This design comes from an exercise in tuning for small area on the open sky130 flow, not from production work. Only simulation tests tie the RTL to the original design; equivalence was not proved. Power is estimated from default activity; no workload was simulated.

==> flow/design.v <==
`timescale 1ps/1ps
module spi_screen(
	input clk,
	input resetn,
	output lcd_resetn,
	output lcd_cs,
	output lcd_rs,
	output lcd_data
);
reg [4:0] b;
reg [7:0] s;
reg [7:0] x;
reg       done;
reg [8:0] rom;
always @(*) begin
	case (s[6:0])
		7'd53: rom = 9'h002;
		7'd54: rom = 9'h040;
		7'd58: rom = 9'h036;
		7'd59: rom = 9'h170;
		7'd60: rom = 9'h03a;
		7'd61: rom = 9'h105;
		7'd62: rom = 9'h0b2;
		7'd63: rom = 9'h10c;
		7'd64: rom = 9'h10c;
		7'd65: rom = 9'h100;
		7'd66: rom = 9'h133;
		7'd67: rom = 9'h133;
		7'd68: rom = 9'h0b7;
		7'd69: rom = 9'h135;
		7'd70: rom = 9'h0bb;
		7'd71: rom = 9'h119;
		7'd72: rom = 9'h0c0;
		7'd73: rom = 9'h12c;
		7'd74: rom = 9'h0c2;
		7'd75: rom = 9'h101;
		7'd76: rom = 9'h0c3;
		7'd77: rom = 9'h112;
		7'd78: rom = 9'h0c4;
		7'd79: rom = 9'h120;
		7'd80: rom = 9'h0c6;
		7'd81: rom = 9'h10f;
		7'd82: rom = 9'h0d0;
		7'd83: rom = 9'h1a4;
		7'd84: rom = 9'h1a1;
		7'd85: rom = 9'h0e0;
		7'd86: rom = 9'h1d0;
		7'd87: rom = 9'h104;
		7'd88: rom = 9'h10d;
		7'd89: rom = 9'h111;
		7'd90: rom = 9'h113;
		7'd91: rom = 9'h12b;
		7'd92: rom = 9'h13f;
		7'd93: rom = 9'h154;
		7'd94: rom = 9'h14c;
		7'd95: rom = 9'h118;
		7'd96: rom = 9'h10d;
		7'd97: rom = 9'h10b;
		7'd98: rom = 9'h11f;
		7'd99: rom = 9'h123;
		7'd100: rom = 9'h0e1;
		7'd101: rom = 9'h1d0;
		7'd102: rom = 9'h104;
		7'd103: rom = 9'h10c;
		7'd104: rom = 9'h111;
		7'd105: rom = 9'h113;
		7'd106: rom = 9'h12c;
		7'd107: rom = 9'h13f;
		7'd108: rom = 9'h144;
		7'd109: rom = 9'h151;
		7'd110: rom = 9'h12f;
		7'd111: rom = 9'h11f;
		7'd112: rom = 9'h11f;
		7'd113: rom = 9'h120;
		7'd114: rom = 9'h123;
		7'd115: rom = 9'h021;
		7'd116: rom = 9'h029;
		7'd117: rom = 9'h02a;
		7'd118: rom = 9'h100;
		7'd119: rom = 9'h128;
		7'd120: rom = 9'h101;
		7'd121: rom = 9'h117;
		7'd122: rom = 9'h02b;
		7'd123: rom = 9'h100;
		7'd124: rom = 9'h135;
		7'd125: rom = 9'h100;
		7'd126: rom = 9'h1bb;
		7'd127: rom = 9'h02c;
		default: rom = 9'h000;
	endcase
end
wire b8  = (b == 5'd8);
wire b16 = b[4];
wire col0 = (x == 8'd222);
wire col1 = (x == 8'd0);
wire frozen = done & (b == 5'd0) & col0 & (s == 8'd247);
always @(posedge clk or negedge resetn) begin
	if (~resetn) begin
		b <= 0;
		s <= 8'd172;
		x <= 8'd222;
		done <= 0;
	end else if (!frozen) begin
		b <= (b16 | (b8 & ~done)) ? 5'd0 : b + 5'd1;
		if (~done) begin
			if (b8) begin
				s <= s + 8'd1;
				if (s == 8'd255) done <= 1;
			end
		end else begin
			if (b8 & col0) s <= s + 8'd7;
			else if (b16 & col0) s <= s + 8'd9;
			else if (b8 & col1) s <= s + 8'd1;
		end
		if (b16) begin
			if (col0) x <= 8'd0;
			else if (col1) x <= 8'd16;
			else x <= x + 8'd17;
		end
	end
end
wire pre_cs_low = (s >= 8'd186 && !b8) || (s == 8'd181 && b >= 5'd3) || (s == 8'd182 && b <= 5'd1);
wire pre_data = rom[3'd7 - b[2:0]];
wire pre_resetn = !(s < 8'd175 || (s == 8'd175 && b == 5'd0));
reg pix_data;
always @(*) begin
	case (b)
		5'd1: pix_data = x[7] & (s != 8'd0);
		5'd2: pix_data = x[6] & (s != 8'd0);
		5'd3: pix_data = x[5] & (s != 8'd0);
		5'd4: pix_data = x[4] & (s != 8'd0);
		5'd5: pix_data = x[3] & (s != 8'd0);
		5'd6: pix_data = s[7];
		5'd7: pix_data = s[6];
		5'd8: pix_data = s[5];
		5'd9: pix_data = s[4];
		5'd10: pix_data = s[3];
		5'd11: pix_data = s[2];
		default: pix_data = 1'b0;
	endcase
end
assign lcd_resetn = done | pre_resetn;
assign lcd_cs     = done ? (b == 5'd0) : !pre_cs_low;
assign lcd_rs     = done | rom[8];
assign lcd_data   = done ? pix_data : pre_data;
endmodule
==> flow/config.mk <==
export PLATFORM = sky130hd
export DESIGN_NAME = spi_screen
export DESIGN_NICKNAME = spi_screen
export VERILOG_FILES = /design/flow/design.v
export SDC_FILE = /design/flow/constraint.sdc
export NUM_CORES = 4
export LEC_CHECK = 0
export CAP_MARGIN = 20
export CORE_MARGIN = 2
export CORE_UTILIZATION = 40
export SLEW_MARGIN = 20
==> flow/constraint.sdc <==
create_clock -name core_clock -period 10.0 [get_ports {clk}]
set_input_delay 2.0000 -clock core_clock [delete_from_list [all_inputs] [get_ports {clk}]]
set_output_delay 2.0000 -clock core_clock [all_outputs]
set_load 0.01 [all_outputs]
standard.sh (not shown) runs the stock make flow with config.mk's settings and CLKGATE_MAP_FILE= SYNTH_SCRIPT=/design/flow/synth_recipe.tcl, a recipe that flattens the netlist after the stock synthesis.
==> flow/flow/run.sh <==
#!/bin/bash
# Own layout flow: the standard synthesis, then the combinational logic of
# its netlist is mapped again for area by ABC with a few scripts, keeping the
# smallest result (the flip-flops, their names and cell types stay as the
# standard synthesis made them), then the standard layout from that
# netlist. Each tool writes its full output to a log file here.
set -euo pipefail
R=orfs/results/$FLOW_PLATFORM/spi_screen/base
bash standard.sh synth > log_synth.txt 2>&1
cp $R/1_2_yosys.v std_synth.v
LIB=$FLOW_HOME/platforms/$FLOW_PLATFORM/lib/sky130_fd_sc_hd__tt_025C_1v80.lib
R2="balance; rewrite; refactor; balance; rewrite; rewrite -z; balance; refactor -z; rewrite -z; balance"
scripts=(
 "strash; $R2; &get -n; &deepsyn -T 20; &put; dch -f; amap -F 2 -A 5; topo"
 "strash; $R2; &get -n; &deepsyn -T 20; &put; dch -f; amap; topo"
 "strash; $R2; &get -n; &deepsyn -T 20 -S 3; &put; dch -f; amap -F 2 -A 5; topo"
 "strash; $R2; &get -n; &deepsyn -T 20; &put; dch -f; map -a; topo"
 "strash; $R2; &get -n; &deepsyn -T 20 -S 7; &put; dch -f; amap -m; topo"
 "strash; $R2; $R2; dch -f; amap -F 2 -A 5; topo"
 "strash; dch -f; map -a; topo"
 "strash; $R2; &get -n; &deepsyn -T 20 -S 11; &put; dch -f; map -a; topo"
)
reopt() {
  i=$1
  echo "${scripts[$i]}" > $PWD/area_$i.abc
  yosys -l log_reopt_$i.txt -p "
read_liberty -ignore_miss_func $LIB
read_verilog std_synth.v
hierarchy -top $FLOW_TOP
blackbox sky130_fd_sc_hd__*df* sky130_fd_sc_hd__conb_1
flatten
opt_clean
abc -liberty $LIB -dont_use *lpflow* -dont_use *probe* -dont_use sky130_fd_sc_hd__fa_* -dont_use sky130_fd_sc_hd__ha_* -D 10000 -script $PWD/area_$i.abc
opt_clean -purge
hilomap -singleton -hicell sky130_fd_sc_hd__conb_1 HI -locell sky130_fd_sc_hd__conb_1 LO
splitnets
opt_clean -purge
stat -liberty $LIB
write_verilog -noattr -noexpr -nohex -nodec reopt_$i.v
" > /dev/null 2>&1 || true
}
for i in 0 1 2 3; do reopt $i & done; wait
for i in 4 5 6 7; do reopt $i & done; wait
best=""; bestA=1e18
for i in 0 1 2 3 4 5 6 7; do
  a=$(grep "Chip area" log_reopt_$i.txt 2>/dev/null | awk '{print $NF}' || true)
  [ -n "$a" ] && [ -f reopt_$i.v ] || continue
  if python3 -c "import sys; sys.exit(0 if $a < $bestA else 1)"; then best=$i; bestA=$a; fi
done
echo "reopt areas:" > log_choice.txt; grep -H "Chip area" log_reopt_*.txt >> log_choice.txt || true
echo "chosen: $best ($bestA)" >> log_choice.txt
if [ -n "$best" ]; then cp reopt_$best.v $R/1_2_yosys.v; rm -f $R/1_synth.odb $R/1_synth.sdc; fi
bash standard.sh "BUFFER_PORTS_ARGS=-buffer_cell sky130_fd_sc_hd__buf_1" "CTS_ARGS=-buf_list sky130_fd_sc_hd__clkbuf_16 -root_buf sky130_fd_sc_hd__clkbuf_16 -dont_use_dummy_load -repair_clock_nets" finish > log_finish.txt 2>&1
Then changed:
--- a/flow/flow/run.sh
+++ b/flow/flow/run.sh
@@ -53 +53 @@
-bash standard.sh "BUFFER_PORTS_ARGS=-buffer_cell sky130_fd_sc_hd__buf_1" "CTS_ARGS=-buf_list sky130_fd_sc_hd__clkbuf_16 -root_buf sky130_fd_sc_hd__clkbuf_16 -dont_use_dummy_load -repair_clock_nets" finish > log_finish.txt 2>&1
+bash standard.sh "BUFFER_PORTS_ARGS=-buffer_cell sky130_fd_sc_hd__buf_1" "CTS_ARGS=-buf_list sky130_fd_sc_hd__clkbuf_8 -root_buf sky130_fd_sc_hd__clkbuf_8 -dont_use_dummy_load -sink_clustering_enable -sink_clustering_size 40 -sink_clustering_max_diameter 500 -repair_clock_nets" finish > log_finish.txt 2>&1
What happened:
- global-route usage barely changes
- clock skew hardly moves
- worst setup slack loses 0.038 ns
- critical path depth does not change
- worst hold slack stays flat
- final area fell by 1.7%
- total power went down by 16%
- routed wire length falls by 0.54%
Then changed:
--- a/flow/flow/run.sh
+++ b/flow/flow/run.sh
@@ -53 +53 @@
-bash standard.sh "BUFFER_PORTS_ARGS=-buffer_cell sky130_fd_sc_hd__buf_1" "CTS_ARGS=-buf_list sky130_fd_sc_hd__clkbuf_8 -root_buf sky130_fd_sc_hd__clkbuf_8 -dont_use_dummy_load -sink_clustering_enable -sink_clustering_size 40 -sink_clustering_max_diameter 500 -repair_clock_nets" finish > log_finish.txt 2>&1
+bash standard.sh finish > log_finish.txt 2>&1
What happened:
- first-iteration DRC count rises by a little under a tenth
- hold slack got worse by 0.0097 ns
- cell count is unchanged
- power grows by roughly a tenth

## what the ideal ports hide
The flow's constraints put no driver on any port. The routed layouts listed below were extracted and timed again, unchanged, in two steps. Step 1: set_driving_cell puts a clkbuf_16 on clk and a buf_2 on each other input, an assumption about the parent block. Step 2, shift: input delay + t, output delay - t, t = (earliest + latest rising clock arrival at the registers) / 2. This alone moves slack from input paths to output paths. Slacks: no drivers / after step 1 / after step 2; pairs: no drivers / after step 1.
run	shift t [ns]	setup WS [ns]	worst setup path after step 2	worst register clock-pin slew, ns	cell pins on the clock port's net
the first run	0.278	4.180 / 4.150 / 4.428	register to output	0.05 / 0.05	1
the second run	0.282	4.142 / 4.118 / 4.400	register to output	0.07 / 0.07	1
the third run	0.288	3.768 / 3.742 / 4.030	register to output	0.08 / 0.08	1
After both steps setup and hold are still met in every run listed.
